Context: an optimization exercise on an open-source flow, tuned for small area. The choices shown serve that exercise and are no tape-out recipe.
Function was checked by simulation only, so behaviour that the tests miss may differ from the original.

==> flow/design.v (excerpt) <==
module systolic_tensor_array (
    input   logic    clk              
    ,input  logic    reset            
    ,input  logic    stall            
    ,input  logic [31:0]  A0          
    ,input  logic [31:0]  A1          
    ,input  logic [31:0]  A2          
    ,input  logic [31:0]  A3          
    ,input  logic [31:0]  B0          
    ,input  logic [31:0]  B1          
    ,input  logic [31:0]  B2          
    ,input  logic [31:0]  B3          
    ,input  logic [3:0]   load_bias0  
    ,input  logic [3:0]   load_bias1  
    ,input  logic [3:0]   load_bias2  
    ,input  logic [3:0]   load_bias3  
    ,input  logic [127:0] bias0       
    ,input  logic [127:0] bias1       
    ,input  logic [127:0] bias2       
    ,input  logic [127:0] bias3       
    ,output logic [127:0] C0          
    ,output logic [127:0] C1          
    ,output logic [127:0] C2          
    ,output logic [127:0] C3          
    ,output logic   sta_idle          
);
    localparam int N = 4;
    logic [N-1:0][N-1:0][31:0] A_data;
    logic [N-1:0][N-1:0][31:0] B_data;
    logic [N-1:0][N-1:0]       A_nz;      
    logic [N-1:0][N-1:0]       B_nz;      
    logic [N-1:0][N-1:0][31:0] pe_outputs;
    logic [N-1:0][N-1:0]       lb_all;
  ...
make LEC_CHECK=0 ABC_AREA=1 CAP_MARGIN=20 CORE_MARGIN=2 CORE_UTILIZATION=55 SLEW_MARGIN=20 SYNTH_HIERARCHICAL=1 finish   # period 12.0 ns
run.sh (not shown) runs the stock make flow with config.mk's settings and CLKGATE_MAP_FILE= SYNTH_SCRIPT=/design/flow/synth_recipe.tcl, a recipe that flattens the netlist after the stock synthesis.
The starting point passed the timing, DRC and antenna checks.
Next try:
==> flow/flow/run.sh (new file) <==
#!/bin/bash
# Standard ORFS layout (the standard.sh), with two changes:
#  - the port buffers are made from the smallest buffer cell (buf_1);
#  - clock tree synthesis uses clkbuf_8 and inserts no dummy loads.
set -euo pipefail
export BUFFER_PORTS_ARGS="-buffer_cell sky130_fd_sc_hd__buf_1"
export CTS_ARGS="-sink_clustering_enable -repair_clock_nets -dont_use_dummy_load -buf_list sky130_fd_sc_hd__clkbuf_8"
bash standard.sh > standard_flow.log 2>&1
==> flow/standard.sh (new file) <==
#!/bin/bash
# synth_recipe.tcl (not shown) runs the flow's synth.tcl, then flattens the netlist and writes it again
# the make line also repeats each setting of config.mk as NAME=value (left out here)
make -C /OpenROAD-flow-scripts/flow DESIGN_CONFIG=/design/flow/config.mk WORK_HOME=/design/flow/orfs CLKGATE_MAP_FILE= SYNTH_SCRIPT=/design/flow/synth_recipe.tcl "${@:-finish}"
CORE_UTILIZATION = 70   (was 55)
removed: flow/run.sh
What happened:
- The new run completed with no timing, DRC or antenna violations
- area after synthesis does not change
- global-route usage rose by 8.6 points
- wire length fell by 4.6%
- setup slack loses 0.16 ns
- count of clock-buffer cells in the layout rose by 22
- final area fell by 6.7%
- utilization rose by 12 points
- synthesized cell count stays the same
- final cell count fell by 4.0%
Next try:
==> flow/flow/run.sh (replaced) <==
#!/bin/bash
# Standard ORFS layout, with the port buffers made from the smallest buffer cell.
set -euo pipefail
export BUFFER_PORTS_ARGS="-buffer_cell sky130_fd_sc_hd__buf_1"
bash standard.sh > standard_flow.log 2>&1
CORE_UTILIZATION = 55   (was 70)
Result:
- maximum frequency came out higher by about 0.6%
- final area came out higher by 2.1%
- worst hold slack is better by 0.040 ns
- wire length came out higher by about 3.6%
Next try:
==> flow/flow/run.sh (replaced) <==
#!/bin/bash
# Standard ORFS layout (the standard.sh), with two changes:
#  - the port buffers are made from the smallest buffer cell (buf_1);
#  - clock tree synthesis uses clkbuf_8 and inserts no dummy loads.
set -euo pipefail
export BUFFER_PORTS_ARGS="-buffer_cell sky130_fd_sc_hd__buf_1"
export CTS_ARGS="-sink_clustering_enable -repair_clock_nets -dont_use_dummy_load -buf_list sky130_fd_sc_hd__clkbuf_8"
bash standard.sh > standard_flow.log 2>&1
CORE_UTILIZATION = 65   (was 55)
What happened:
- The new run produced a clean layout
- utilization is higher by 9.3 points
- global-route usage is higher by 6.2 points
- final cell count is lower by 2.9%
- register-to-register slack gets worse by 0.08 ns
- design area is lower by about 1.8%
- wire length is lower by about 1.7%
- non-clock buffer count is lower by 6
- via count is higher by about 3%

afterwards: timing with drivers on the ports:
No port has a modelled driver above. Below, the same layouts with a new extraction and two added sets of constraints.
Step 1: set_driving_cell puts a clkbuf_16 on clk and a buf_2 on each other input, an assumption about the parent block.
Step 2 adds t to the input delays and takes it off the output delays; t is the mean of the earliest and latest rising clock arrival at the registers after step 1. Input paths then give back, and output paths get back, about the clock's delay inside the block.
Slacks: ideal ports / drivers / drivers and shift; pairs: ideal ports / drivers.
run | shift t [ns] | setup WS [ns] | worst hold slack (ns) | worst setup path after step 2 | pins driven straight from the clock port
the first run | 0.985 | 1.845 / 1.825 / 0.840 | 0.456 / 0.456 / 0.456 | input to register | 1
the second run | 1.125 | 1.687 / 1.774 / 0.648 | 0.411 / 0.411 / 0.411 | input to register | 1
the third run | 0.992 | 1.750 / 1.745 / 0.753 | 0.451 / 0.451 / 0.451 | input to register | 1
the fourth run | 1.063 | 1.644 / 1.728 / 0.665 | 0.435 / 0.435 / 0.435 | input to register | 1
After both steps every run listed still meets setup and hold. For the second run, which loses most, drivers alone change the setup slack by +0.087 ns; drivers and shift together by -1.039 ns.
